This design comes from an exercise in tuning for small area on the open sky130 flow, not from production work. Where RTL was checked, it was by simulation tests only, not by an equivalence proof against the original. No functional check of the RTL was part of runs 1 to 3.

==> config.mk <==
export PLATFORM = sky130hd
export DESIGN_NAME = QAM
export DESIGN_NICKNAME = QAM
export VERILOG_FILES = /design/flow/design.v
export SDC_FILE = /design/flow/constraint.sdc
export NUM_CORES = 4
export LEC_CHECK = 0
export ABC_AREA = 1
export CAP_MARGIN = 20
export CORE_MARGIN = 2
export CORE_UTILIZATION = 40
export GPL_TIMING_DRIVEN = 0
export SLEW_MARGIN = 20
==> standard.sh <==
#!/bin/bash
# synth_recipe.tcl (not shown) runs the flow's synth.tcl, then flattens the netlist and writes it again
# the make line also repeats each setting of config.mk as NAME=value (left out here)
make -C /OpenROAD-flow-scripts/flow DESIGN_CONFIG=/design/flow/config.mk WORK_HOME=/design/flow/orfs CLKGATE_MAP_FILE= SYNTH_SCRIPT=/design/flow/synth_recipe.tcl "${@:-finish}"
==> flow/run.sh <==
#!/bin/bash
# Layout flow: the standard ORFS flow (standard.sh) with two synthesis changes that keep
# the standard synthesis's registers, names and cell types:
#  - Yosys's generic synthesis runs without its intermediate ABC pass (SYNTH_ARGS=-noabc),
#    so the adder tree written in the RTL reaches full-adder extraction as written;
#  - the final ABC technology mapping uses an area-oriented script (flow/abc_area.script),
#    through a copy of ORFS's scripts folder that differs only in that file.
# Each ORFS step writes its own log under orfs/logs/; make's output goes to make.log here.
set -euo pipefail
rm -rf scripts_local
cp -r "$FLOW_HOME/scripts" scripts_local
cp flow/abc_area.script scripts_local/abc_area.script
bash standard.sh SYNTH_ARGS=-noabc SCRIPTS_DIR="$PWD/scripts_local" finish > make.log 2>&1
==> constraint.sdc <==
create_clock -name core_clock -period 5.0 [get_ports {clk}]
set_input_delay 1.0000 -clock core_clock [delete_from_list [all_inputs] [get_ports {clk}]]
set_output_delay 1.0000 -clock core_clock [all_outputs]
set_load 0.01 [all_outputs]
==> design.v <==
`timescale 1ns/10ps
module QAM(clk, rst, en, Din, IFout);
input clk, rst, en;
input Din;
output reg signed [17:0] IFout;
reg ce2;           
reg sm_ctrl;       
reg swap;          
reg [1:0] spc;     
reg sm_i, sm_q;    
reg [3:0] usi;     
reg [3:0] cnt;     
reg [8:0] sym_i, sym_q;  
reg [1:0] mix_cnt;
reg [15:0] acc;    
wire en0 = en & ce2;
wire en1 = sm_ctrl & ce2;
wire en2 = usi[3];
wire [1:0] sw = usi[1:0];
wire load = en2 & (sw == 2'd0);
wire neg = ~mix_cnt[1];                         
wire [8:0] s = mix_cnt[0] ? sym_i : sym_q;      
wire [8:0] x = s ^ {9{neg}};
wire [8:0] v;      
assign v[0] = cnt > 4'd0;
assign v[1] = cnt > 4'd1;
assign v[2] = cnt > 4'd2;
assign v[3] = cnt > 4'd3;
assign v[4] = cnt > 4'd4;
assign v[5] = cnt > 4'd5;
assign v[6] = cnt > 4'd6;
assign v[7] = cnt > 4'd7;
assign v[8] = cnt > 4'd8;
reg sg0; reg [15:0] ka0, kb0;    
always @(*) begin
  case (sw)
    2'd0: begin sg0 = 1'b1; ka0 = 16'd74; kb0 = 16'd148; end
    2'd1: begin sg0 = 1'b0; ka0 = 16'd0; kb0 = 16'd0; end
    2'd2: begin sg0 = 1'b0; ka0 = 16'd0; kb0 = 16'd0; end
    2'd3: begin sg0 = 1'b1; ka0 = 16'd168; kb0 = 16'd336; end
  endcase
end
wire wp0 = v[0] & ~(x[0] ^ sg0);
wire [15:0] t0 = ({16{wp0}} & kb0) | ({16{~v[0]}} & ka0);
reg sg1; reg [15:0] ka1, kb1;    
always @(*) begin
  case (sw)
    2'd0: begin sg1 = 1'b1; ka1 = 16'd276; kb1 = 16'd552; end
    2'd1: begin sg1 = 1'b0; ka1 = 16'd185; kb1 = 16'd370; end
    2'd2: begin sg1 = 1'b0; ka1 = 16'd267; kb1 = 16'd534; end
    2'd3: begin sg1 = 1'b0; ka1 = 16'd36; kb1 = 16'd72; end
  endcase
end
wire wp1 = v[1] & ~(x[1] ^ sg1);
wire [15:0] t1 = ({16{wp1}} & kb1) | ({16{~v[1]}} & ka1);
reg sg2; reg [15:0] ka2, kb2;    
always @(*) begin
  case (sw)
    2'd0: begin sg2 = 1'b0; ka2 = 16'd238; kb2 = 16'd476; end
    2'd1: begin sg2 = 1'b1; ka2 = 16'd233; kb2 = 16'd466; end
    2'd2: begin sg2 = 1'b0; ka2 = 16'd278; kb2 = 16'd556; end
    2'd3: begin sg2 = 1'b0; ka2 = 16'd713; kb2 = 16'd1426; end
  endcase
end
wire wp2 = v[2] & ~(x[2] ^ sg2);
wire [15:0] t2 = ({16{wp2}} & kb2) | ({16{~v[2]}} & ka2);
reg sg3; reg [15:0] ka3, kb3;    
always @(*) begin
  case (sw)
    2'd0: begin sg3 = 1'b0; ka3 = 16'd2598; kb3 = 16'd5196; end
    2'd1: begin sg3 = 1'b1; ka3 = 16'd1262; kb3 = 16'd2524; end
    2'd2: begin sg3 = 1'b1; ka3 = 16'd2592; kb3 = 16'd5184; end
    2'd3: begin sg3 = 1'b1; ka3 = 16'd1730; kb3 = 16'd3460; end
  endcase
end
wire wp3 = v[3] & ~(x[3] ^ sg3);
wire [15:0] t3 = ({16{wp3}} & kb3) | ({16{~v[3]}} & ka3);
reg sg4; reg [15:0] ka4, kb4;    
always @(*) begin
  case (sw)
    2'd0: begin sg4 = 1'b0; ka4 = 16'd15958; kb4 = 16'd31916; end
    2'd1: begin sg4 = 1'b0; ka4 = 16'd9499; kb4 = 16'd18998; end
    2'd2: begin sg4 = 1'b0; ka4 = 16'd15958; kb4 = 16'd31916; end
    2'd3: begin sg4 = 1'b0; ka4 = 16'd18584; kb4 = 16'd37168; end
  endcase
end
wire wp4 = v[4] & ~(x[4] ^ sg4);
wire [15:0] t4 = ({16{wp4}} & kb4) | ({16{~v[4]}} & ka4);
reg sg5; reg [15:0] ka5, kb5;    
always @(*) begin
  case (sw)
    2'd0: begin sg5 = 1'b1; ka5 = 16'd2592; kb5 = 16'd5184; end
    2'd1: begin sg5 = 1'b0; ka5 = 16'd9499; kb5 = 16'd18998; end
    2'd2: begin sg5 = 1'b0; ka5 = 16'd2598; kb5 = 16'd5196; end
    2'd3: begin sg5 = 1'b1; ka5 = 16'd1730; kb5 = 16'd3460; end
  endcase
end
wire wp5 = v[5] & ~(x[5] ^ sg5);
wire [15:0] t5 = ({16{wp5}} & kb5) | ({16{~v[5]}} & ka5);
reg sg6; reg [15:0] ka6, kb6;    
always @(*) begin
  case (sw)
    2'd0: begin sg6 = 1'b0; ka6 = 16'd278; kb6 = 16'd556; end
    2'd1: begin sg6 = 1'b1; ka6 = 16'd1262; kb6 = 16'd2524; end
    2'd2: begin sg6 = 1'b0; ka6 = 16'd238; kb6 = 16'd476; end
    2'd3: begin sg6 = 1'b0; ka6 = 16'd713; kb6 = 16'd1426; end
  endcase
end
wire wp6 = v[6] & ~(x[6] ^ sg6);
wire [15:0] t6 = ({16{wp6}} & kb6) | ({16{~v[6]}} & ka6);
reg sg7; reg [15:0] ka7, kb7;    
always @(*) begin
  case (sw)
    2'd0: begin sg7 = 1'b0; ka7 = 16'd267; kb7 = 16'd534; end
    2'd1: begin sg7 = 1'b1; ka7 = 16'd233; kb7 = 16'd466; end
    2'd2: begin sg7 = 1'b1; ka7 = 16'd276; kb7 = 16'd552; end
    2'd3: begin sg7 = 1'b0; ka7 = 16'd36; kb7 = 16'd72; end
  endcase
end
wire wp7 = v[7] & ~(x[7] ^ sg7);
wire [15:0] t7 = ({16{wp7}} & kb7) | ({16{~v[7]}} & ka7);
reg [15:0] t8;    
always @(*) begin
  case ({sw, x[8], v[8]})
    4'd0: t8 = 16'd43255;
    4'd1: t8 = 16'd43255;
    4'd2: t8 = 16'd43255;
    4'd3: t8 = 16'd43255;
    4'd4: t8 = 16'd43363;
    4'd5: t8 = 16'd43548;
    4'd6: t8 = 16'd43363;
    4'd7: t8 = 16'd43178;
    4'd8: t8 = 16'd43329;
    4'd9: t8 = 16'd43255;
    4'd10: t8 = 16'd43329;
    4'd11: t8 = 16'd43403;
    4'd12: t8 = 16'd41826;
    4'd13: t8 = 16'd41658;
    4'd14: t8 = 16'd41826;
    4'd15: t8 = 16'd41994;
  endcase
end
wire fs1 = t1[0] ^ t2[0] ^ t4[0];
wire fc2 = (t1[0] & t2[0]) | (t1[0] & t4[0]) | (t2[0] & t4[0]);
wire fs3 = t0[1] ^ t1[1] ^ t2[1];
wire fc4 = (t0[1] & t1[1]) | (t0[1] & t2[1]) | (t1[1] & t2[1]);
wire fs5 = t3[1] ^ t4[1] ^ t5[1];
wire fc6 = (t3[1] & t4[1]) | (t3[1] & t5[1]) | (t4[1] & t5[1]);
wire fs7 = t0[2] ^ t1[2] ^ t2[2];
wire fc8 = (t0[2] & t1[2]) | (t0[2] & t2[2]) | (t1[2] & t2[2]);
wire fs9 = t3[2] ^ t4[2] ^ t5[2];
wire fc10 = (t3[2] & t4[2]) | (t3[2] & t5[2]) | (t4[2] & t5[2]);
wire fs11 = t6[2] ^ t7[2] ^ t8[2];
wire fc12 = (t6[2] & t7[2]) | (t6[2] & t8[2]) | (t7[2] & t8[2]);
wire fs13 = t0[3] ^ t1[3] ^ t2[3];
wire fc14 = (t0[3] & t1[3]) | (t0[3] & t2[3]) | (t1[3] & t2[3]);
wire fs15 = t3[3] ^ t4[3] ^ t5[3];
wire fc16 = (t3[3] & t4[3]) | (t3[3] & t5[3]) | (t4[3] & t5[3]);
wire fs17 = t6[3] ^ t7[3] ^ t8[3];
wire fc18 = (t6[3] & t7[3]) | (t6[3] & t8[3]) | (t7[3] & t8[3]);
wire fs19 = t0[4] ^ t1[4] ^ t2[4];
wire fc20 = (t0[4] & t1[4]) | (t0[4] & t2[4]) | (t1[4] & t2[4]);
wire fs21 = t3[4] ^ t4[4] ^ t5[4];
wire fc22 = (t3[4] & t4[4]) | (t3[4] & t5[4]) | (t4[4] & t5[4]);
wire fs23 = t6[4] ^ t7[4] ^ t8[4];
wire fc24 = (t6[4] & t7[4]) | (t6[4] & t8[4]) | (t7[4] & t8[4]);
wire fs25 = t0[5] ^ t1[5] ^ t2[5];
wire fc26 = (t0[5] & t1[5]) | (t0[5] & t2[5]) | (t1[5] & t2[5]);
wire fs27 = t3[5] ^ t4[5] ^ t5[5];
wire fc28 = (t3[5] & t4[5]) | (t3[5] & t5[5]) | (t4[5] & t5[5]);
wire fs29 = t6[5] ^ t7[5] ^ t8[5];
wire fc30 = (t6[5] & t7[5]) | (t6[5] & t8[5]) | (t7[5] & t8[5]);
wire fs31 = t0[6] ^ t1[6] ^ t2[6];
wire fc32 = (t0[6] & t1[6]) | (t0[6] & t2[6]) | (t1[6] & t2[6]);
wire fs33 = t3[6] ^ t4[6] ^ t5[6];
wire fc34 = (t3[6] & t4[6]) | (t3[6] & t5[6]) | (t4[6] & t5[6]);
wire fs35 = t6[6] ^ t7[6] ^ t8[6];
wire fc36 = (t6[6] & t7[6]) | (t6[6] & t8[6]) | (t7[6] & t8[6]);
wire fs37 = t0[7] ^ t1[7] ^ t2[7];
wire fc38 = (t0[7] & t1[7]) | (t0[7] & t2[7]) | (t1[7] & t2[7]);
wire fs39 = t3[7] ^ t4[7] ^ t5[7];
wire fc40 = (t3[7] & t4[7]) | (t3[7] & t5[7]) | (t4[7] & t5[7]);
wire fs41 = t6[7] ^ t7[7] ^ t8[7];
wire fc42 = (t6[7] & t7[7]) | (t6[7] & t8[7]) | (t7[7] & t8[7]);
wire fs43 = t0[8] ^ t1[8] ^ t2[8];
wire fc44 = (t0[8] & t1[8]) | (t0[8] & t2[8]) | (t1[8] & t2[8]);
wire fs45 = t3[8] ^ t4[8] ^ t5[8];
wire fc46 = (t3[8] & t4[8]) | (t3[8] & t5[8]) | (t4[8] & t5[8]);
wire fs47 = t6[8] ^ t7[8] ^ t8[8];
wire fc48 = (t6[8] & t7[8]) | (t6[8] & t8[8]) | (t7[8] & t8[8]);
wire fs49 = t1[9] ^ t2[9] ^ t3[9];
wire fc50 = (t1[9] & t2[9]) | (t1[9] & t3[9]) | (t2[9] & t3[9]);
wire fs51 = t4[9] ^ t5[9] ^ t6[9];
wire fc52 = (t4[9] & t5[9]) | (t4[9] & t6[9]) | (t5[9] & t6[9]);
wire hs53 = t7[9] ^ t8[9];
wire hc54 = t7[9] & t8[9];
wire fs55 = t2[10] ^ t3[10] ^ t4[10];
wire fc56 = (t2[10] & t3[10]) | (t2[10] & t4[10]) | (t3[10] & t4[10]);
wire fs57 = t5[10] ^ t6[10] ^ t8[10];
wire fc58 = (t5[10] & t6[10]) | (t5[10] & t8[10]) | (t6[10] & t8[10]);
wire fs59 = t3[11] ^ t4[11] ^ t5[11];
wire fc60 = (t3[11] & t4[11]) | (t3[11] & t5[11]) | (t4[11] & t5[11]);
wire fs61 = fs1 ^ t5[0] ^ t6[0];
wire fc62 = (fs1 & t5[0]) | (fs1 & t6[0]) | (t5[0] & t6[0]);
wire fs63 = fc2 ^ fs3 ^ fs5;
wire fc64 = (fc2 & fs3) | (fc2 & fs5) | (fs3 & fs5);
wire fs65 = t6[1] ^ t7[1] ^ t8[1];
wire fc66 = (t6[1] & t7[1]) | (t6[1] & t8[1]) | (t7[1] & t8[1]);
wire fs67 = fc4 ^ fc6 ^ fs7;
wire fc68 = (fc4 & fc6) | (fc4 & fs7) | (fc6 & fs7);
wire hs69 = fs9 ^ fs11;
wire hc70 = fs9 & fs11;
wire fs71 = fc8 ^ fc10 ^ fc12;
wire fc72 = (fc8 & fc10) | (fc8 & fc12) | (fc10 & fc12);
wire fs73 = fs13 ^ fs15 ^ fs17;
wire fc74 = (fs13 & fs15) | (fs13 & fs17) | (fs15 & fs17);
wire fs75 = fc14 ^ fc16 ^ fc18;
wire fc76 = (fc14 & fc16) | (fc14 & fc18) | (fc16 & fc18);
wire fs77 = fs19 ^ fs21 ^ fs23;
wire fc78 = (fs19 & fs21) | (fs19 & fs23) | (fs21 & fs23);
wire fs79 = fc20 ^ fc22 ^ fc24;
wire fc80 = (fc20 & fc22) | (fc20 & fc24) | (fc22 & fc24);
wire fs81 = fs25 ^ fs27 ^ fs29;
wire fc82 = (fs25 & fs27) | (fs25 & fs29) | (fs27 & fs29);
wire fs83 = fc26 ^ fc28 ^ fc30;
wire fc84 = (fc26 & fc28) | (fc26 & fc30) | (fc28 & fc30);
wire fs85 = fs31 ^ fs33 ^ fs35;
wire fc86 = (fs31 & fs33) | (fs31 & fs35) | (fs33 & fs35);
wire fs87 = fc32 ^ fc34 ^ fc36;
wire fc88 = (fc32 & fc34) | (fc32 & fc36) | (fc34 & fc36);
wire fs89 = fs37 ^ fs39 ^ fs41;
wire fc90 = (fs37 & fs39) | (fs37 & fs41) | (fs39 & fs41);
wire fs91 = fc38 ^ fc40 ^ fc42;
wire fc92 = (fc38 & fc40) | (fc38 & fc42) | (fc40 & fc42);
wire fs93 = fs43 ^ fs45 ^ fs47;
wire fc94 = (fs43 & fs45) | (fs43 & fs47) | (fs45 & fs47);
wire fs95 = fc44 ^ fc46 ^ fc48;
wire fc96 = (fc44 & fc46) | (fc44 & fc48) | (fc46 & fc48);
wire fs97 = fs49 ^ fs51 ^ hs53;
wire fc98 = (fs49 & fs51) | (fs49 & hs53) | (fs51 & hs53);
wire fs99 = fc50 ^ fc52 ^ hc54;
wire fc100 = (fc50 & fc52) | (fc50 & hc54) | (fc52 & hc54);
wire hs101 = fs55 ^ fs57;
wire hc102 = fs55 & fs57;
wire fs103 = fc56 ^ fc58 ^ fs59;
wire fc104 = (fc56 & fc58) | (fc56 & fs59) | (fc58 & fs59);
wire hs105 = t6[11] ^ t8[11];
wire hc106 = t6[11] & t8[11];
wire fs107 = fc60 ^ t3[12] ^ t4[12];
wire fc108 = (fc60 & t3[12]) | (fc60 & t4[12]) | (t3[12] & t4[12]);
wire fs109 = fc64 ^ fc66 ^ fs67;
wire fc110 = (fc64 & fc66) | (fc64 & fs67) | (fc66 & fs67);
wire fs111 = fc68 ^ hc70 ^ fs71;
wire fc112 = (fc68 & hc70) | (fc68 & fs71) | (hc70 & fs71);
wire fs113 = fc72 ^ fc74 ^ fs75;
wire fc114 = (fc72 & fc74) | (fc72 & fs75) | (fc74 & fs75);
wire fs115 = fc76 ^ fc78 ^ fs79;
wire fc116 = (fc76 & fc78) | (fc76 & fs79) | (fc78 & fs79);
wire fs117 = fc80 ^ fc82 ^ fs83;
wire fc118 = (fc80 & fc82) | (fc80 & fs83) | (fc82 & fs83);
wire fs119 = fc84 ^ fc86 ^ fs87;
wire fc120 = (fc84 & fc86) | (fc84 & fs87) | (fc86 & fs87);
wire fs121 = fc88 ^ fc90 ^ fs91;
wire fc122 = (fc88 & fc90) | (fc88 & fs91) | (fc90 & fs91);
wire fs123 = fc92 ^ fc94 ^ fs95;
wire fc124 = (fc92 & fc94) | (fc92 & fs95) | (fc94 & fs95);
wire fs125 = fc96 ^ fc98 ^ fs99;
wire fc126 = (fc96 & fc98) | (fc96 & fs99) | (fc98 & fs99);
wire fs127 = fc100 ^ hc102 ^ fs103;
wire fc128 = (fc100 & hc102) | (fc100 & fs103) | (hc102 & fs103);
wire fs129 = fc104 ^ hc106 ^ fs107;
wire fc130 = (fc104 & hc106) | (fc104 & fs107) | (hc106 & fs107);
wire fs131 = fc108 ^ t4[13] ^ t5[13];
wire fc132 = (fc108 & t4[13]) | (fc108 & t5[13]) | (t4[13] & t5[13]);
wire fs133 = fs61 ^ t7[0] ^ t8[0];
wire fc134 = (fs61 & t7[0]) | (fs61 & t8[0]) | (t7[0] & t8[0]);
wire fs135 = fc62 ^ fs63 ^ fs65;
wire fc136 = (fc62 & fs63) | (fc62 & fs65) | (fs63 & fs65);
wire hs137 = fs109 ^ hs69;
wire hc138 = fs109 & hs69;
wire fs139 = fc110 ^ fs111 ^ fs73;
wire fc140 = (fc110 & fs111) | (fc110 & fs73) | (fs111 & fs73);
wire fs141 = fc112 ^ fs113 ^ fs77;
wire fc142 = (fc112 & fs113) | (fc112 & fs77) | (fs113 & fs77);
wire fs143 = fc114 ^ fs115 ^ fs81;
wire fc144 = (fc114 & fs115) | (fc114 & fs81) | (fs115 & fs81);
wire fs145 = fc116 ^ fs117 ^ fs85;
wire fc146 = (fc116 & fs117) | (fc116 & fs85) | (fs117 & fs85);
wire fs147 = fc118 ^ fs119 ^ fs89;
wire fc148 = (fc118 & fs119) | (fc118 & fs89) | (fs119 & fs89);
wire fs149 = fc120 ^ fs121 ^ fs93;
wire fc150 = (fc120 & fs121) | (fc120 & fs93) | (fs121 & fs93);
wire fs151 = fc122 ^ fs123 ^ fs97;
wire fc152 = (fc122 & fs123) | (fc122 & fs97) | (fs123 & fs97);
wire fs153 = fc124 ^ fs125 ^ hs101;
wire fc154 = (fc124 & fs125) | (fc124 & hs101) | (fs125 & hs101);
wire fs155 = fc126 ^ fs127 ^ hs105;
wire fc156 = (fc126 & fs127) | (fc126 & hs105) | (fs127 & hs105);
wire fs157 = fc128 ^ fs129 ^ t5[12];
wire fc158 = (fc128 & fs129) | (fc128 & t5[12]) | (fs129 & t5[12]);
wire fs159 = fc130 ^ fs131 ^ 1'b1;
wire fc160 = (fc130 & fs131) | (fc130 & 1'b1) | (fs131 & 1'b1);
wire fs161 = fc132 ^ t4[14] ^ t5[14];
wire fc162 = (fc132 & t4[14]) | (fc132 & t5[14]) | (t4[14] & t5[14]);
wire hs163 = t4[15] ^ 1'b1;
wire [15:0] cpa_a = {fc162, fc160, fc158, fc156, fc154, fc152, fc150, fc148, fc146, fc144, fc142, fc140, hc138, fc136, fc134, fs133};
wire [15:0] cpa_b = {hs163, fs161, fs159, fs157, fs155, fs153, fs151, fs149, fs147, fs145, fs143, fs141, fs139, hs137, fs135, 1'b0};
wire [15:0] cpa_s = cpa_a + cpa_b;
wire [15:0] nxt = {cpa_s[15], cpa_s[14], cpa_s[13], cpa_s[12], cpa_s[11], cpa_s[10], cpa_s[9], cpa_s[8], cpa_s[7], cpa_s[6], cpa_s[5], cpa_s[4], cpa_s[3], cpa_s[2], cpa_s[1], cpa_s[0]};
always @(posedge clk or posedge rst) begin
	if (rst) begin
		ce2 <= 1'b0; sm_ctrl <= 1'b0; swap <= 1'b0; spc <= 2'd0;
		sm_i <= 1'b0; sm_q <= 1'b0;
		usi <= 4'd0; cnt <= 4'd0; sym_i <= 9'd0; sym_q <= 9'd0;
		mix_cnt <= 2'd0; acc <= 16'd0;
	end
	else begin
		ce2 <= ~ce2;
		if (ce2) sm_ctrl <= ~sm_ctrl;
		if (en0) begin
			swap <= ~swap;
			if (!swap) spc[0] <= Din;
			else spc <= {spc[0], Din};
		end
		if (en1) begin
			sm_i <= spc[1];
			sm_q <= spc[0];
		end
		if (!usi[3]) begin
			if (en) usi <= usi + 4'd1;
		end
		else usi[1:0] <= usi[1:0] + 2'd1;
		if (load) begin
			sym_i <= {sym_i[7:0], sm_i};
			sym_q <= {sym_q[7:0], sm_q};
			if (cnt != 4'd9) cnt <= cnt + 4'd1;
		end
		if (en) mix_cnt <= mix_cnt + 2'd1;
		acc <= nxt;
	end
end
always @(*) IFout = {acc[15], acc[15], acc};
endmodule
==> flow/abc_area.script <==
strash
dch -f
map -D 800
topo
stime -c
buffer -c
upsize -c -D 800
dnsize -c -D 800
==> impl_metrics.tcl, run 1 <==
set metrics [dict create \
    outcome "no timing/DRC/antenna violations" \
    ys_async_sr_fraction_pct 100 \
    gp_congestion 1.01 \
    grt_max_degree 36 \
    track_usage_pct 22.2 \
    wl_um 14500 \
    hold_class "flip-flop to flip-flop" \
    setup_viol 0 \
    antenna_found_initial 0 \
    ys_ff_latch 51 \
    synth_top_area_share_pct 29.3 \
    worstMarginPinSlew_ns 0.517 \
    crit_path_max_fanout 6 \
    synthFlopType "dfrtp_1" \
    ant_nets 0 \
    grt_pass1_wl_um 23800 \
    via_count 4207 \
    die-width_um 118 \
    fin_crit_ns 4.82 \
    cts_tree "yes" \
    core_um2 12600 \
    syn_inst 566 \
    overflow 0 \
    yosysUniqueCellTypes 37 \
    drc 0 \
    synth.largest_area_cell "fa_1" \
    vias_per_cell 5.39 \
    yosys-top-cells-count "80 x nand2_1, 76 x fa_1, 62 x o21ai_0" \
    dieHeight_um 118 \
    fmax_ghz 0.207 \
    ys_seq_area_share_pct 24.6 \
    dieArea_um2 13900 \
    fin_cells 781 \
    ctsRootBufferMaster "clkbuf_16" \
    drive_gt1_share_pct 20.2 \
    max-cap-violations 0 \
    design.final.nets 721 \
    synthesis.nets 679 \
    cts.clk_slew.worst_paths_ns 0.08 \
    start_kind "flip-flop" \
    endpoint_kind "flip-flop" \
    clock_sinks 51 \
    htree_levels 2 \
    dpl.hpwl_um 11100 \
    synth_area_leaders "fa_1 29%, dfrtp_1 25%, ha_1 8.0%" \
    dpl.cell_count 759 \
    timing.final.crit_share_pct 96.4 \
    cts_buffers 5 \
    wl_per_cell_um 18.5 \
    worstPathArrival_ns 5.02 \
    nFillCells 1256 \
    boundaryPins 22 \
    start_util_pct 41.1 \
    n_antenna_cell 0 \
    slew_violations 0 \
    multi_input_area_um2 3970 \
    critPathRequiredTime_ns 5.20 \
    port-buffer-count 20 \
    synth_edf_count 0 \
    ctsHoldBuffers 0 \
    yosysMostFrequentCell "nand2_1" \
    path_class "flip-flop to flip-flop" \
    dr.first_iter.drc_count 262 \
    timing_hold_violations_final 0 \
    finClkSkew_ns 0.0139 \
    placed_area_um2 5620 \
    rows 41 \
    relSlewSlack_pct 65.2 \
    cts_buffer_depth 2 \
    grt_pass1_vias 4401 \
    drt_pass1_iterations 5 \
    final-seq-area_um2 1280 \
    ys_warn_count 1 \
    postSynthAreaPerCell_um2 9.17 \
    rsz0062_at_grt "yes" \
    syn_area_um2 5190 \
    final_design_area_no_fill_um2 6290 \
    clock_latency_ns 0.32 \
    syn2layout_area_growth_pct 21.3 \
]
==> routing by layer <==
| metal | routed length (um) | up-vias | GRT usage, % |
|---|---|---|---|
| met1 | 6520 | 2084 | 32.1 |
| met2 | 6540 | 164 | 33.4 |
| li1 | - | 1934 | - |
| met3 | 1080 | 25 | 5.18 |
| met5 | 0 | - | 0 |
| met4 | 339 | 0 | 6.25 |
==> registers in the layout (all words and copies together) (netlist names) <==
register  count
sym_i         9
usi           4
sm_i          1
sm_q          1
swap          1
sm_ctrl       1
cnt           4
acc          16
mix_cnt       2
sym_q         9
spc           2
ce2           1
==> final timing paths <==
kind                         from       to  cells past startpoint  slack (ns)
max in group asynchronous     rst   usi[0]                      3        3.46
min reg2reg                  swap     swap                      1        0.48
min                          swap     swap                      1        0.48
min in group asynchronous     rst   acc[0]                      2        0.98
max                        usi[0]  acc[15]                     20        0.18
max reg2reg                usi[0]  acc[15]                     20        0.18
==> critical path, cell delays in order, from the launching register on <==
cell	delay, ns
dfrtp_2	0.41
clkinv_4	0.07
ha_1	0.32
buf_6	0.14
xor2_4	0.20
xnor2_2	0.14
nand2_2	0.14
buf_6	0.17
o21ai_2	0.15
fa_1	0.45
fa_1	0.42
fa_1	0.47
fa_1	0.54
ha_4	0.32
nand3_1	0.09
nand2_2	0.11
nand2_4	0.09
a211oi_4	0.28
nor2_1	0.07
nand3_1	0.08
nand2_1	0.06
==> cells by family (layout without fill, tap and decap cells) <==
| kind of cell | after synthesis | count (layout) | synth area share, % |
|---|---|---|---|
| AOI/OAI and AO/OA | 120 | 120 | 12.6 |
| xor gates and xnor gates | 26 | 26 | 4.53 |
| adders and majority gates | 109 | 109 | 37.3 |
| buffers and inverters | 77 | 120 | 5.86 |
| DFF | 51 | 51 | 24.6 |
| and+or+nand+nor | 183 | 183 | 15.1 |
==> layout by cell type (no fill, tap or decap), types with 3 or more instances in the layout <==
cell and instances:
a21oi_1 20, a21oi_2 6, buf_4 20, clkbuf_1 6
clkbuf_16 5, clkbuf_2 4, clkdlybuf4s50_1 20, dfrtp_1 47
dfrtp_2 4, fa_1 69, fa_2 7, ha_1 23
ha_4 9, inv_1 45, inv_2 7, nand2_1 75
nand2_2 5, nand3_1 17, nand3_2 4, nand4_1 8
nor2_1 46, nor2_2 8, nor2_4 5, o21ai_0 50
o21ai_1 9, o21ai_2 3, o22ai_1 15, o22ai_2 3
or2_2 6, xnor2_1 7, xor2_1 15
==> what timing repair did <==
action,CTS,global route
setup buffers,6,12
setup endpoints to repair,12,10
pin swaps,2,21
resized for setup,37,76
==> metrics by stage <==
step	setup TNS (ns)	setup WS (ns)	util (%)	hold slack (ns)
final	0	0.178	49.9	0.476
after CTS	-0.00878	-0.00878	47.0	0.478
after global routing	-0.0336	-0.0211	49.9	0.506
after detailed placement	-6.12	-0.788	44.6	0.464
after floorplan	0	0.0173	-	0.441
after global placement	-5.77	-0.787	44.4	0.459
==> area by class of cell <==
type	count	area share, %
plain buffers	18	1.61
clock buffers	5	1.99
clock inverters	3	0.378
inverters	55	3.42
multi-input cells	438	63.1
flip-flops and latches	51	20.4
well taps	172	3.42
repair buffers	39	5.70
==> inputs of run 2 (changes only) <==
==> flow/abc_area.script (replaced) <==
strash
dch -f
map -D 1100
topo
stime -c
buffer -c
upsize -c -D 1100
dnsize -c -D 1100
==> run 2 against run 1 <==
Cell count is 2.0% higher. Synthesized area is 0.51% lower. Design area is 5.8% higher. Utilization is 2.9 points higher. Still clean on timing, DRC and antenna. Non-clock buffer count is 21 higher. Critical endpoint unchanged.
==> impl_metrics.tcl, run 2 <==
set metrics [dict create \
    design.final.nets 737 \
    port-buffer-count 20 \
    gp_congestion 0.966 \
    slew_violations 0 \
    largest_reg_flops 16 \
    worstMarginPinSlew_ns 0.552 \
    grt_max_degree 33 \
    outcome "no timing/DRC/antenna violations" \
    fin_crit_ns 4.88 \
    yosysMostFrequentCell "nand2_1" \
    dpl.hpwl_um 10800 \
    worstPathArrival_ns 5.08 \
    finClkSkew_ns 0.00630 \
    placed_area_um2 5600 \
    critPathRequiredTime_ns 5.20 \
    overflow 0 \
    grt_pass1_wl_um 22700 \
    ys_async_sr_fraction_pct 100 \
    drt_pass1_iterations 5 \
    vias_per_cell 5.28 \
    syn2layout_area_growth_pct 29.0 \
    n_antenna_cell 0 \
    cts_buffers 5 \
    reg.largest.list "acc x16, sym_i x9, sym_q x9" \
    synth_edf_count 0 \
    ctsHoldBuffers 0 \
    cts_buffer_depth 2 \
    final_common_cell "nand2_1" \
    yosys-top-cells-count "89 x nand2_1, 76 x fa_1, 61 x o21ai_0" \
    ys_seq_area_share_pct 24.7 \
    final_design_area_no_fill_um2 6660 \
    ys_warn_count 1 \
    core_um2 12600 \
    die-width_um 118 \
    timing.final.crit_share_pct 97.6 \
    worst_hold_slack_ns 0.467 \
    hold_path_end "sm_ctrl" \
    hold_start "sm_ctrl" \
    crit_path_max_fanout 10 \
    r2r-end "acc[15]" \
    ant_nets 0 \
    ctsRootBufferMaster "clkbuf_16" \
    synthFlopType "dfrtp_1" \
    dieHeight_um 118 \
    syn_area_um2 5160 \
    via_count 4208 \
    final_cell_mix "82 x nand2_1, 55 x fa_1, 48 x dfrtp_1" \
    relSlewSlack_pct 62.8 \
    clock_latency_ns 0.31 \
    start_util_pct 40.9 \
    timing_hold_violations_final 0 \
    reg2reg_slack_ns 0.12 \
    nFillCells 1194 \
    slowest_stage "fa_1" \
    hold_class "flip-flop to flip-flop" \
    fmax_ghz 0.205 \
    synth_area_leaders "fa_1 29%, dfrtp_1 25%, ha_1 8.0%" \
    clock_sinks 51 \
    cts_tree "yes" \
    grt_pass1_vias 4236 \
    max-cap-violations 0 \
    synth.largest_area_cell "fa_1" \
    holdPathStages 1 \
    path_delay_family "adder cells" \
    ys_ff_latch 51 \
    regMostFlops "acc" \
    rows 41 \
    r2r_start "usi[1]" \
    syn_inst 559 \
    cp_num_buf_inv 5 \
    boundaryPins 22 \
    dieArea_um2 13800 \
    wl_per_cell_um 17.7 \
    track_usage_pct 21.2 \
    antenna_found_initial 0 \
    synthesis.nets 672 \
    rr_worst_depth 19 \
    synth_top_area_share_pct 29.5 \
    yosysUniqueCellTypes 36 \
    endpoint_kind "flip-flop" \
    path_cells "buf_4 > buf_4 > ha_2 > nor2_4 > buf_4 > nor2_2 > fa_2 > fa_1 > fa_1 > fa_1 > ha_1 > buf_6 > inv_4 > o21bai_4 > a31oi_4 > nor2_1 > nor3_1 > o221ai_2 > xor2_1" \
    setup_viol 0 \
    wl_um 14100 \
    postSynthAreaPerCell_um2 9.23 \
    drive_gt1_share_pct 29.3 \
    htree_levels 2 \
    dr.first_iter.drc_count 409 \
    cpPeakStageDelay_ns 0.59 \
    cts.clk_slew.worst_paths_ns 0.08 \
    path_class "flip-flop to flip-flop" \
    start_kind "flip-flop" \
    drc 0 \
]
[run 2: changes by cell type after synthesis, moves of 5 or more]
| cell | before | now |
|---|---|---|
| nand3_1 | 21 | 11 |
| or2_2 | 7 | 2 |
| nor3_1 | 2 | 9 |
| nand2_1 | 80 | 89 |
| a21oi_1 | 27 | 20 |
| clkbuf_1 | 16 | 10 |
| nor2_1 | 57 | 51 |
[run 2: layer usage]
metal	share of wire, %	global-route usage, %
met5	0	0
met4	1.2	4.67
met3	6.8	4.75
met2	47	34.1
met1	45	29.6
[run 2: logic make-up (layout without fill, tap and decap cells)]
| group | after synthesis | after routing | synth area share (%) |
|---|---|---|---|
| mux | 1 | 1 | 0.218 |
| simple gates | 174 | 174 | 13.9 |
| flops | 51 | 51 | 24.7 |
| fa+ha+maj | 109 | 109 | 37.5 |
| xor+xnor | 30 | 30 | 5.09 |
| compound gates | 116 | 116 | 12.3 |
| buf+inv | 78 | 144 | 6.23 |
[run 2: layout make-up]
| cell class | count | area, um2 | area share (%) |
|---|---|---|---|
| multi-input cells | 430 | 4110 | 61.7 |
| flip-flops and latches | 51 | 1280 | 19.2 |
| repair buffers | 62 | 528 | 7.93 |
| inverters | 58 | 254 | 3.81 |
| well taps | 172 | 215 | 3.23 |
| clock buffers | 5 | 125 | 1.88 |
| plain buffers | 16 | 121 | 1.82 |
| clock inverters | 3 | 27.5 | 0.413 |
[run 2: timing repair]
item / 4_1_cts / 5_1_grt
resized for setup: 62 / 110
hold endpoints to repair: 0 / 0
buffers inserted: 21 / 20
pin swaps: 10 / 29
setup endpoints to repair: 12 / 8
[run 2: through the flow]
stage	setup TNS (ns)	utilization [%]	setup WS, ns	std cells
after floorplan	0	-	0.0988	559
after global placement	-6.72	44.2	-0.944	751
after detailed placement	-6.98	44.4	-0.957	752
after CTS	0	48.5	0.00897	779
after global routing	-0.0956	52.8	-0.0503	797
final	0	52.8	0.119	797
[run 2: how the worst max path moves through the flow]
stage	start	endpoint	slack, ns	depth (start not counted)
2_1_floorplan	usi[0]	acc[15]	0.1	20
3_3_place_gp	usi[0]	acc[13]	-0.94	19
3_5_place_dp	usi[0]	acc[13]	-0.96	19
4_1_cts	usi[1]	acc[15]	0.009	18
5_1_grt	usi[1]	acc[15]	-0.05	21
6_report	usi[1]	acc[15]	0.12	19
==> inputs of run 3 (changes only) <==
==> flow/run.sh (replaced) <==
#!/bin/bash
# Layout flow: the standard ORFS flow (standard.sh), with Yosys's generic synthesis run
# without its intermediate ABC pass (SYNTH_ARGS=-noabc), so that the adder tree written in
# the RTL reaches full-adder extraction as written. Registers, their names and cell types
# are those of the standard synthesis. Each ORFS step writes its own log under
# orfs/logs/; make's own output goes to make.log in this folder.
set -euo pipefail
bash standard.sh SYNTH_ARGS=-noabc finish > make.log 2>&1
removed: flow/abc_area.script
==> run 3 against run 2 <==
Sequential cell count stayed put. Synthesized area is 6.2% higher. Design area decreased by 3.0%. Setup slack improved by 0.085 ns. Cell count rose by 3.9%. Fmax increased by 1.8%. Largest cell class unchanged. Synthesized cell count rose by 9.3%. Via count grew 5.7%. Clock skew decreased by 0.0026 ns.
==> impl_metrics.tcl, run 3 <==
set metrics [dict create \
    outcome "no timing/DRC/antenna violations" \
    final_common_cell "nand2_1" \
    nFillCells 1275 \
    dieArea_um2 14700 \
    track_usage_pct 21.5 \
    largest_reg_flops 16 \
    synth_xor_area_share_pct 4.43 \
    ys_warn_count 1 \
    start_util_pct 41.2 \
    r2r_start "usi[0]" \
    timing_hold_violations_final 0 \
    slew_violations 0 \
    ctsRootBufferMaster "clkbuf_16" \
    hold_class "flip-flop to flip-flop" \
    hold_path_end "sm_ctrl" \
    yosysUniqueCellTypes 39 \
    grt_pass1_wl_um 23800 \
    rows 42 \
    synth_top_area_share_pct 27.8 \
    rr_worst_depth 19 \
    path_class "flip-flop to flip-flop" \
    htree_levels 2 \
    ys_async_sr_fraction_pct 100 \
    wl_per_cell_um 18.1 \
    synth_compound_area_share_pct 12.5 \
    met2_usage_pct 31.9 \
    cts.clk_slew.worst_paths_ns 0.07 \
    synth-adder-area-share_pct 35.3 \
    reg2reg_slack_ns 0.20 \
    wl_um 15000 \
    boundaryPins 22 \
    worstMarginPinSlew_ns 0.641 \
    grt_pass1_vias 4402 \
    synth.largest_area_cell "fa_1" \
    synth_area_leaders "fa_1 28%, dfrtp_1 23%, nand2_1 7.8%" \
    clock_latency_ns 0.30 \
    dr.first_iter.drc_count 312 \
    start_kind "flip-flop" \
    synthesis.nets 724 \
    yosys-top-cells-count "114 x nand2_1, 76 x fa_1, 69 x inv_1" \
    syn2layout_area_growth_pct 17.9 \
    reg.largest.list "acc x16, sym_i x9, sym_q x9" \
    cts_buffers 5 \
    drc 0 \
    design.final.nets 764 \
    port-buffer-count 21 \
    cts_buffer_depth 2 \
    timing.final.crit_share_pct 95.9 \
    holdPathStages 1 \
    fin_crit_ns 4.80 \
    regMostFlops "acc" \
    via_count 4446 \
    r2r-end "acc[15]" \
    clock_sinks 51 \
    crit_path_max_fanout 10 \
    ys_seq_area_share_pct 23.3 \
    dpl.hpwl_um 11800 \
    syn_inst 611 \
    synthFlopType "dfrtp_1" \
    cts_tree "yes" \
    fin_util_pct 48.6 \
    setup_viol 0 \
    muxShareOfSynthArea_pct 0.411 \
    ant_nets 0 \
    critPathRequiredTime_ns 5.18 \
    dieHeight_um 121 \
    synthSimpleGateAreaFrac_pct 16.5 \
    synth_top_family_by_area "adder cells" \
    core_um2 13300 \
    endpoint_kind "flip-flop" \
    hold_start "sm_ctrl" \
    postSynthAreaPerCell_um2 8.97 \
    drt_pass1_iterations 5 \
    syn_area_um2 5480 \
    gp_congestion 0.963 \
    grt_max_degree 36 \
    overflow 0 \
    n_antenna_cell 0 \
    vias_per_cell 5.37 \
    ctsHoldBuffers 0 \
    yosysMostFrequentCell "nand2_1" \
    antenna_found_initial 0 \
    use_met1_pct 30.9 \
    ys_ff_latch 51 \
    drive_gt1_share_pct 17.2 \
    fmax_ghz 0.209 \
    max-cap-violations 0 \
    final_cell_mix "108 x nand2_1, 73 x fa_1, 64 x inv_1" \
    relSlewSlack_pct 57.3 \
    finClkSkew_ns 0.00368 \
    die-width_um 121 \
    synth_edf_count 0 \
    grt_most_used_layer "met2" \
    worstPathArrival_ns 4.97 \
    grt_util_met3_pct 5.36 \
]
run 3: cell count changes in the layout (fill, tap and decap cells not counted), moves of 18 or more:
cell / previous run / this run
fa_2: 21 / 3
nand2_1: 82 / 108
nand3_1: 8 / 29
fa_1: 55 / 73
buf_4: 45 / 14
inv_1: 40 / 64
run 3: cell families (layout without fill, tap and decap cells):
| group | count (synthesis) | in the layout |
|---|---|---|
| AOI/OAI and AO/OA | 115 | 115 |
| xor gates and xnor gates | 26 | 26 |
| adders and majority gates | 109 | 109 |
| buffers and inverters | 94 | 135 |
| DFF | 51 | 51 |
| muxes | 2 | 2 |
| and+or+nand+nor | 214 | 214 |
run 3: worst max path at each step:
stage | startpoint | end
5_1_grt | usi[1] | acc[15]
4_1_cts | usi[0] | acc[10]
2_1_floorplan | usi[0] | acc[11]
6_report | usi[0] | acc[15]
3_3_place_gp | usi[0] | acc[15]
3_5_place_dp | usi[0] | acc[15]
run 3: critical path, cell delays in order (launching register included):
cell and delay, ns:
dfrtp_2 0.40, clkinvlp_4 0.15, ha_4 0.30, xnor2_4 0.27
xor2_4 0.25, nand2_2 0.10, buf_6 0.16, o21ai_2 0.15
fa_2 0.52, fa_1 0.44, fa_1 0.53, fa_1 0.46
ha_4 0.31, inv_1 0.04, nand2_1 0.06, nand3_1 0.15
a21oi_1 0.17, nor2_1 0.05, nand3_1 0.06, nand2_1 0.09
run 3: repair_timing:
item / CTS / global route
endpoints found under the setup margin: 12 / 11
pin swaps: 2 / 6
gates resized for setup: 15 / 55
buffers inserted: 4 / 7
run 3: per-stage QoR:
stage               hold WS (ns)  setup TNS, ns  setup slack, ns  std cells  area [um2]
detailed placement         0.457          -3.51           -0.415        809        5930
CTS                        0.472              0           0.0115        821        6160
finish                     0.470              0            0.204        828        6460
global placement           0.455          -3.71           -0.446        808        5910
floorplan                  0.441              0            0.398        611        5480
global route               0.492       -0.00636         -0.00636        828        6460
run 3: per-layer routing:
layer / wire length (um) / share of wire (%)
met5: 0 / 0
met4: 325 / 2.2
met3: 1030 / 6.9
met2: 6680 / 44
met1: 6970 / 46
run 3: cell type report:
| cell class | count | area (um2) | share of cell area (%) |
|---|---|---|---|
| Buffer | 21 | 151 | 2.34 |
| Clock buffer | 6 | 129 | 1.99 |
| Clock inverter | 2 | 16.3 | 0.252 |
| Inverter | 73 | 283 | 4.38 |
| Multi-Input combinational cell | 466 | 4070 | 63.0 |
| Sequential cell | 51 | 1280 | 19.8 |
| Tap cell | 176 | 220 | 3.41 |
| Timing Repair Buffer | 33 | 313 | 4.84 |
==> inputs of run 4 (changes only) <==
--- a/design.v
+++ b/design.v
@@ -31,94 +31,174 @@
 assign v[6] = cnt > 4'd6;
 assign v[7] = cnt > 4'd7;
 assign v[8] = cnt > 4'd8;
-reg sg0; reg [15:0] ka0, kb0;    
+reg [15:0] t0;    
 always @(*) begin
-  case (sw)
-    2'd0: begin sg0 = 1'b1; ka0 = 16'd74; kb0 = 16'd148; end
-    2'd1: begin sg0 = 1'b0; ka0 = 16'd0; kb0 = 16'd0; end
-    2'd2: begin sg0 = 1'b0; ka0 = 16'd0; kb0 = 16'd0; end
-    2'd3: begin sg0 = 1'b1; ka0 = 16'd168; kb0 = 16'd336; end
+  case ({sw, x[0], v[0]})
+    4'd0: t0 = 16'd74;
+    4'd1: t0 = 16'd0;
+    4'd2: t0 = 16'd74;
+    4'd3: t0 = 16'd148;
+    4'd4: t0 = 16'd0;
+    4'd5: t0 = 16'd0;
+    4'd6: t0 = 16'd0;
+    4'd7: t0 = 16'd0;
+    4'd8: t0 = 16'd0;
+    4'd9: t0 = 16'd0;
+    4'd10: t0 = 16'd0;
+    4'd11: t0 = 16'd0;
+    4'd12: t0 = 16'd168;
+    4'd13: t0 = 16'd0;
+    4'd14: t0 = 16'd168;
+    4'd15: t0 = 16'd336;
+  endcase
+end
+reg [15:0] t1;    
+always @(*) begin
+  case ({sw, x[1], v[1]})
+    4'd0: t1 = 16'd276;
+    4'd1: t1 = 16'd0;
+    4'd2: t1 = 16'd276;
+    4'd3: t1 = 16'd552;
+    4'd4: t1 = 16'd185;
+    4'd5: t1 = 16'd370;
+    4'd6: t1 = 16'd185;
+    4'd7: t1 = 16'd0;
+    4'd8: t1 = 16'd267;
+    4'd9: t1 = 16'd534;
+    4'd10: t1 = 16'd267;
+    4'd11: t1 = 16'd0;
+    4'd12: t1 = 16'd36;
+    4'd13: t1 = 16'd72;
+    4'd14: t1 = 16'd36;
+    4'd15: t1 = 16'd0;
+  endcase
+end
+reg [15:0] t2;    
+always @(*) begin
+  case ({sw, x[2], v[2]})
+    4'd0: t2 = 16'd238;
+    4'd1: t2 = 16'd476;
+    4'd2: t2 = 16'd238;
+    4'd3: t2 = 16'd0;
+    4'd4: t2 = 16'd233;
+    4'd5: t2 = 16'd0;
+    4'd6: t2 = 16'd233;
+    4'd7: t2 = 16'd466;
+    4'd8: t2 = 16'd278;
+    4'd9: t2 = 16'd556;
+    4'd10: t2 = 16'd278;
+    4'd11: t2 = 16'd0;
+    4'd12: t2 = 16'd713;
+    4'd13: t2 = 16'd1426;
+    4'd14: t2 = 16'd713;
+    4'd15: t2 = 16'd0;
+  endcase
+end
+reg [15:0] t3;    
+always @(*) begin
+  case ({sw, x[3], v[3]})
+    4'd0: t3 = 16'd2598;
+    4'd1: t3 = 16'd5196;
+    4'd2: t3 = 16'd2598;
+    4'd3: t3 = 16'd0;
+    4'd4: t3 = 16'd1262;
+    4'd5: t3 = 16'd0;
+    4'd6: t3 = 16'd1262;
+    4'd7: t3 = 16'd2524;
+    4'd8: t3 = 16'd2592;
+    4'd9: t3 = 16'd0;
+    4'd10: t3 = 16'd2592;
+    4'd11: t3 = 16'd5184;
+    4'd12: t3 = 16'd1730;
+    4'd13: t3 = 16'd0;
+    4'd14: t3 = 16'd1730;
+    4'd15: t3 = 16'd3460;
+  endcase
+end
+reg [15:0] t4;    
+always @(*) begin
+  case ({sw, x[4], v[4]})
+    4'd0: t4 = 16'd15958;
+    4'd1: t4 = 16'd31916;
+    4'd2: t4 = 16'd15958;
+    4'd3: t4 = 16'd0;
+    4'd4: t4 = 16'd9499;
+    4'd5: t4 = 16'd18998;
+    4'd6: t4 = 16'd9499;
+    4'd7: t4 = 16'd0;
+    4'd8: t4 = 16'd15958;
+    4'd9: t4 = 16'd31916;
+    4'd10: t4 = 16'd15958;
+    4'd11: t4 = 16'd0;
+    4'd12: t4 = 16'd18584;
+    4'd13: t4 = 16'd37168;
+    4'd14: t4 = 16'd18584;
+    4'd15: t4 = 16'd0;
+  endcase
+end
+reg [15:0] t5;    
+always @(*) begin
+  case ({sw, x[5], v[5]})
+    4'd0: t5 = 16'd2592;
+    4'd1: t5 = 16'd0;
+    4'd2: t5 = 16'd2592;
+    4'd3: t5 = 16'd5184;
+    4'd4: t5 = 16'd9499;
+    4'd5: t5 = 16'd18998;
+    4'd6: t5 = 16'd9499;
+    4'd7: t5 = 16'd0;
+    4'd8: t5 = 16'd2598;
+    4'd9: t5 = 16'd5196;
+    4'd10: t5 = 16'd2598;
+    4'd11: t5 = 16'd0;
+    4'd12: t5 = 16'd1730;
+    4'd13: t5 = 16'd0;
+    4'd14: t5 = 16'd1730;
+    4'd15: t5 = 16'd3460;
+  endcase
+end
+reg [15:0] t6;    
+always @(*) begin
+  case ({sw, x[6], v[6]})
+    4'd0: t6 = 16'd278;
+    4'd1: t6 = 16'd556;
+    4'd2: t6 = 16'd278;
+    4'd3: t6 = 16'd0;
+    4'd4: t6 = 16'd1262;
+    4'd5: t6 = 16'd0;
+    4'd6: t6 = 16'd1262;
+    4'd7: t6 = 16'd2524;
+    4'd8: t6 = 16'd238;
+    4'd9: t6 = 16'd476;
+    4'd10: t6 = 16'd238;
+    4'd11: t6 = 16'd0;
+    4'd12: t6 = 16'd713;
+    4'd13: t6 = 16'd1426;
+    4'd14: t6 = 16'd713;
+    4'd15: t6 = 16'd0;
+  endcase
+end
+reg [15:0] t7;    
+always @(*) begin
+  case ({sw, x[7], v[7]})
+    4'd0: t7 = 16'd267;
+    4'd1: t7 = 16'd534;
+    4'd2: t7 = 16'd267;
+    4'd3: t7 = 16'd0;
+    4'd4: t7 = 16'd233;
+    4'd5: t7 = 16'd0;
+    4'd6: t7 = 16'd233;
+    4'd7: t7 = 16'd466;
+    4'd8: t7 = 16'd276;
+    4'd9: t7 = 16'd0;
+    4'd10: t7 = 16'd276;
+    4'd11: t7 = 16'd552;
+    4'd12: t7 = 16'd36;
+    4'd13: t7 = 16'd72;
+    4'd14: t7 = 16'd36;
+    4'd15: t7 = 16'd0;
   endcase
 end
-wire wp0 = v[0] & ~(x[0] ^ sg0);
-wire [15:0] t0 = ({16{wp0}} & kb0) | ({16{~v[0]}} & ka0);
-reg sg1; reg [15:0] ka1, kb1;    
-always @(*) begin
-  case (sw)
-    2'd0: begin sg1 = 1'b1; ka1 = 16'd276; kb1 = 16'd552; end
-    2'd1: begin sg1 = 1'b0; ka1 = 16'd185; kb1 = 16'd370; end
-    2'd2: begin sg1 = 1'b0; ka1 = 16'd267; kb1 = 16'd534; end
-    2'd3: begin sg1 = 1'b0; ka1 = 16'd36; kb1 = 16'd72; end
-  endcase
-end
-wire wp1 = v[1] & ~(x[1] ^ sg1);
-wire [15:0] t1 = ({16{wp1}} & kb1) | ({16{~v[1]}} & ka1);
-reg sg2; reg [15:0] ka2, kb2;    
-always @(*) begin
-  case (sw)
-    2'd0: begin sg2 = 1'b0; ka2 = 16'd238; kb2 = 16'd476; end
-    2'd1: begin sg2 = 1'b1; ka2 = 16'd233; kb2 = 16'd466; end
-    2'd2: begin sg2 = 1'b0; ka2 = 16'd278; kb2 = 16'd556; end
-    2'd3: begin sg2 = 1'b0; ka2 = 16'd713; kb2 = 16'd1426; end
-  endcase
-end
-wire wp2 = v[2] & ~(x[2] ^ sg2);
-wire [15:0] t2 = ({16{wp2}} & kb2) | ({16{~v[2]}} & ka2);
-reg sg3; reg [15:0] ka3, kb3;    
-always @(*) begin
-  case (sw)
-    2'd0: begin sg3 = 1'b0; ka3 = 16'd2598; kb3 = 16'd5196; end
-    2'd1: begin sg3 = 1'b1; ka3 = 16'd1262; kb3 = 16'd2524; end
-    2'd2: begin sg3 = 1'b1; ka3 = 16'd2592; kb3 = 16'd5184; end
-    2'd3: begin sg3 = 1'b1; ka3 = 16'd1730; kb3 = 16'd3460; end
-  endcase
-end
-wire wp3 = v[3] & ~(x[3] ^ sg3);
-wire [15:0] t3 = ({16{wp3}} & kb3) | ({16{~v[3]}} & ka3);
-reg sg4; reg [15:0] ka4, kb4;    
-always @(*) begin
-  case (sw)
-    2'd0: begin sg4 = 1'b0; ka4 = 16'd15958; kb4 = 16'd31916; end
-    2'd1: begin sg4 = 1'b0; ka4 = 16'd9499; kb4 = 16'd18998; end
-    2'd2: begin sg4 = 1'b0; ka4 = 16'd15958; kb4 = 16'd31916; end
-    2'd3: begin sg4 = 1'b0; ka4 = 16'd18584; kb4 = 16'd37168; end
-  endcase
-end
-wire wp4 = v[4] & ~(x[4] ^ sg4);
-wire [15:0] t4 = ({16{wp4}} & kb4) | ({16{~v[4]}} & ka4);
-reg sg5; reg [15:0] ka5, kb5;    
-always @(*) begin
-  case (sw)
-    2'd0: begin sg5 = 1'b1; ka5 = 16'd2592; kb5 = 16'd5184; end
-    2'd1: begin sg5 = 1'b0; ka5 = 16'd9499; kb5 = 16'd18998; end
-    2'd2: begin sg5 = 1'b0; ka5 = 16'd2598; kb5 = 16'd5196; end
-    2'd3: begin sg5 = 1'b1; ka5 = 16'd1730; kb5 = 16'd3460; end
-  endcase
-end
-wire wp5 = v[5] & ~(x[5] ^ sg5);
-wire [15:0] t5 = ({16{wp5}} & kb5) | ({16{~v[5]}} & ka5);
-reg sg6; reg [15:0] ka6, kb6;    
-always @(*) begin
-  case (sw)
-    2'd0: begin sg6 = 1'b0; ka6 = 16'd278; kb6 = 16'd556; end
-    2'd1: begin sg6 = 1'b1; ka6 = 16'd1262; kb6 = 16'd2524; end
-    2'd2: begin sg6 = 1'b0; ka6 = 16'd238; kb6 = 16'd476; end
-    2'd3: begin sg6 = 1'b0; ka6 = 16'd713; kb6 = 16'd1426; end
-  endcase
-end
-wire wp6 = v[6] & ~(x[6] ^ sg6);
-wire [15:0] t6 = ({16{wp6}} & kb6) | ({16{~v[6]}} & ka6);
-reg sg7; reg [15:0] ka7, kb7;    
-always @(*) begin
-  case (sw)
-    2'd0: begin sg7 = 1'b0; ka7 = 16'd267; kb7 = 16'd534; end
-    2'd1: begin sg7 = 1'b1; ka7 = 16'd233; kb7 = 16'd466; end
-    2'd2: begin sg7 = 1'b1; ka7 = 16'd276; kb7 = 16'd552; end
-    2'd3: begin sg7 = 1'b0; ka7 = 16'd36; kb7 = 16'd72; end
-  endcase
-end
-wire wp7 = v[7] & ~(x[7] ^ sg7);
-wire [15:0] t7 = ({16{wp7}} & kb7) | ({16{~v[7]}} & ka7);
 reg [15:0] t8;    
 always @(*) begin
   case ({sw, x[8], v[8]})
==> run.sh (new file) <==
#!/bin/bash
# synth_recipe.tcl (not shown) runs the flow's synth.tcl, then flattens the netlist and writes it again
# the make line also repeats each setting of config.mk as NAME=value (left out here)
make -C /OpenROAD-flow-scripts/flow DESIGN_CONFIG=/design/flow/config.mk WORK_HOME=/design/flow/orfs CLKGATE_MAP_FILE= SYNTH_SCRIPT=/design/flow/synth_recipe.tcl finish
--- a/config.mk
+++ b/config.mk
@@ -5,9 +5,7 @@
 export SDC_FILE = /design/flow/constraint.sdc
 export NUM_CORES = 4
 export LEC_CHECK = 0
-export ABC_AREA = 1
 export CAP_MARGIN = 20
 export CORE_MARGIN = 2
 export CORE_UTILIZATION = 40
-export GPL_TIMING_DRIVEN = 0
 export SLEW_MARGIN = 20
removed: flow/run.sh
removed: standard.sh
==> run 4 against run 3 <==
Sequential share of layout area shrank 3.3 points. Setup slack got worse by 0.032 ns. Design area is 20% higher. Register-to-register slack worse by 0.03 ns. Count of clock-buffer cells in the layout did not move. Fmax down 0.66%. Global-route usage is essentially flat. Die area increased by 5.3%. Sequential cell count unchanged.
==> impl_metrics.tcl, run 4 <==
set metrics [dict create \
    outcome "no timing/DRC/antenna violations" \
    yosysUniqueCellTypes 49 \
    gp_congestion 0.997 \
    drc 0 \
    finClkSkew_ns 0.0127 \
    timing_hold_violations_final 0 \
    yosysMostFrequentCell "inv_1" \
    dpl.hpwl_um 13100 \
    path_depth 20 \
    fmax_ghz 0.207 \
    cts_buffer_depth 2 \
    antenna_found_initial 0 \
    grt_max_degree 52 \
    postSynthAreaPerCell_um2 9.15 \
    met2_usage_pct 36.7 \
    syn_inst 632 \
    start_util_pct 41.3 \
    relSlewSlack_pct 39.7 \
    use_met1_pct 28.5 \
    synth_area_leaders "fa_1 26%, dfrtp_1 22%, inv_1 6.6%" \
    dieArea_um2 15400 \
    boundaryPins 22 \
    nFillCells 1282 \
    hold_class "flip-flop to flip-flop" \
    wl_um 16500 \
    final-seq-area_um2 1280 \
    critPathRequiredTime_ns 5.25 \
    cts_tree "yes" \
    clock_sinks 51 \
    regMostFlops "acc" \
    drive_gt1_share_pct 36.1 \
    syn2layout_area_growth_pct 33.9 \
    vias_per_cell 5.12 \
    synthesis.nets 741 \
    reg2reg_slack_ns 0.17 \
    largest_reg_flops 16 \
    track_usage_pct 21.5 \
    multi_input_area_um2 4530 \
    ys_warn_count 1 \
    overflow 0 \
    core_um2 14000 \
    synth.largest_area_cell "fa_1" \
    design.final.nets 859 \
    syn_area_um2 5780 \
    rows 43 \
    slowest_stage "fa_1" \
    final_common_cell "buf_4" \
    dpl.cell_count 914 \
    holdPathStages 1 \
    grt_pass1_wl_um 26100 \
    start_kind "flip-flop" \
    die-width_um 124 \
    timing.final.crit_share_pct 96.6 \
    hold_path_end "sm_ctrl" \
    n_antenna_cell 0 \
    ys_ff_latch 51 \
    slew_violations 0 \
    endpoint_kind "flip-flop" \
    grt_most_used_layer "met2" \
    via_count 4771 \
    cts_buffers 5 \
    htree_levels 2 \
    rr_worst_depth 20 \
    cp_num_buf_inv 6 \
    r2r_start "mix_cnt[0]" \
    fin_util_pct 55.3 \
    r2r-end "acc[9]" \
    port-buffer-count 21 \
    grt_pass1_vias 5010 \
    ctsRootBufferMaster "clkbuf_16" \
    dr.first_iter.drc_count 366 \
    ctsHoldBuffers 0 \
    hold_start "sm_ctrl" \
    path_class "flip-flop to flip-flop" \
    yosys-top-cells-count "102 x inv_1, 76 x fa_1, 57 x nand2_1" \
    fin_cells 931 \
    max-cap-violations 0 \
    ant_nets 0 \
    cts.clk_slew.worst_paths_ns 0.08 \
    final_cell_mix "108 x buf_4, 92 x inv_1, 61 x fa_1" \
    setup_viol 0 \
    synth_top_area_share_pct 26.3 \
    drt_pass1_iterations 5 \
    synth_edf_count 0 \
    crit_path_max_fanout 7 \
    path_delay_family "adder cells" \
    rsz0062_at_grt "yes" \
    worstPathArrival_ns 5.08 \
    cpPeakStageDelay_ns 0.55 \
    grt_util_met3_pct 3.57 \
    tns_ns 0 \
    fin_crit_ns 4.83 \
    worstMarginPinSlew_ns 0.905 \
    path_cells "buf_6 > mux2i_4 > xnor2_2 > buf_4 > buf_4 > nand2_1 > a21oi_1 > fa_1 > fa_2 > fa_1 > inv_2 > fa_1 > inv_2 > ha_4 > nor2b_4 > o2111ai_2 > buf_4 > a21boi_2 > or4_1 > nand3_1" \
    ys_async_sr_fraction_pct 100 \
    ys_seq_area_share_pct 22.1 \
    synthFlopType "dfrtp_1" \
    clock_latency_ns 0.31 \
    wl_per_cell_um 17.7 \
    dieHeight_um 124 \
    worst_hold_slack_ns 0.474 \
    reg.largest.list "acc x16, sym_i x9, sym_q x9" \
]
==> run 4: cell count changes after synthesis, sizes merged, moves of 17 or more <==
cell and change:
inv +33, mux2 +22, nand2 -60, o21ai -25
o22ai -18, xnor2 +17
==> run 4: worst max path at each step <==
stage	startpoint	to
floorplan	cnt[0]	acc[13]
global placement	cnt[1]	acc[9]
detailed placement	cnt[1]	acc[13]
CTS	mix_cnt[0]	acc[15]
global route	mix_cnt[0]	acc[12]
finish	mix_cnt[0]	acc[9]
==> run 4: area by class of cell <==
| cell class | count | share of cell area, % |
|---|---|---|
| clock buffers | 6 | 1.66 |
| clock inverters | 2 | 0.501 |
| inverters | 105 | 5.11 |
| multi-input cells | 449 | 58.6 |
| flip-flops and latches | 51 | 16.5 |
| well taps | 180 | 2.91 |
| repair buffers | 138 | 14.7 |
==> run 4: logic make-up after synthesis <==
logic type      after synthesis  synth area share, %
simple gates                156                 11.5
flops                        51                 22.1
xor+xnor                     37                 6.38
compound gates              115                 11.8
fa+ha+maj                   105                 32.6
mux                          36                 6.75
buf+inv                     132                 8.94
==> run 4: layer usage <==
metal | wire length [um] | up-vias
met5 | 0 | -
met4 | 327 | 0
met3 | 681 | 21
met2 | 8330 | 120
met1 | 7160 | 2366
li1 | - | 2264
==> run 4: repair_timing <==
item                                    in CTS  in global routing
pin swaps                                    3                 32
gates resized for setup                     21                118
setup buffers                                1                  8
endpoints found under the setup margin       9                 10
==> run 4: metrics by stage <==
step	instance area, um2	setup slack, ns
after global routing	7740	-0.0711
after detailed placement	6930	-0.233
after floorplan	5780	0.0877
after CTS	7180	0.00705
final	7740	0.172
after global placement	6930	-0.186

-- separate check: timing with driven ports --
No port has a modelled driver above. Below, the same layouts with a new extraction and two added sets of constraints. Step 1, drivers: a clkbuf_16 drives clk and a buf_2 each remaining input, both assumed. Step 2 moves the port delays by t, midway between the first and last clock arrival at a register: inputs arrive t later, outputs are due t later. That takes back most of the time a late clock gives input paths. Three values: no drivers, after step 1, after step 2; two values: the first two.
run | t (ns) | setup slack, ns | worst hold slack (ns) | clock arrival spread, ns | worst register clock-pin slew, ns
run 1 | 0.348 | 0.178 / 0.178 / 0.178 | 0.476 / 0.476 / 0.476 | 0.014 / 0.014 | 0.08 / 0.08
run 2 | 0.347 | 0.119 / 0.119 / 0.119 | 0.467 / 0.467 / 0.467 | 0.007 / 0.007 | 0.08 / 0.08
run 3 | 0.339 | 0.204 / 0.204 / 0.204 | 0.470 / 0.470 / 0.470 | 0.004 / 0.004 | 0.07 / 0.07
run 4 | 0.343 | 0.172 / 0.172 / 0.172 | 0.474 / 0.474 / 0.474 | 0.013 / 0.013 | 0.08 / 0.08
After both steps every run listed still meets setup and hold.
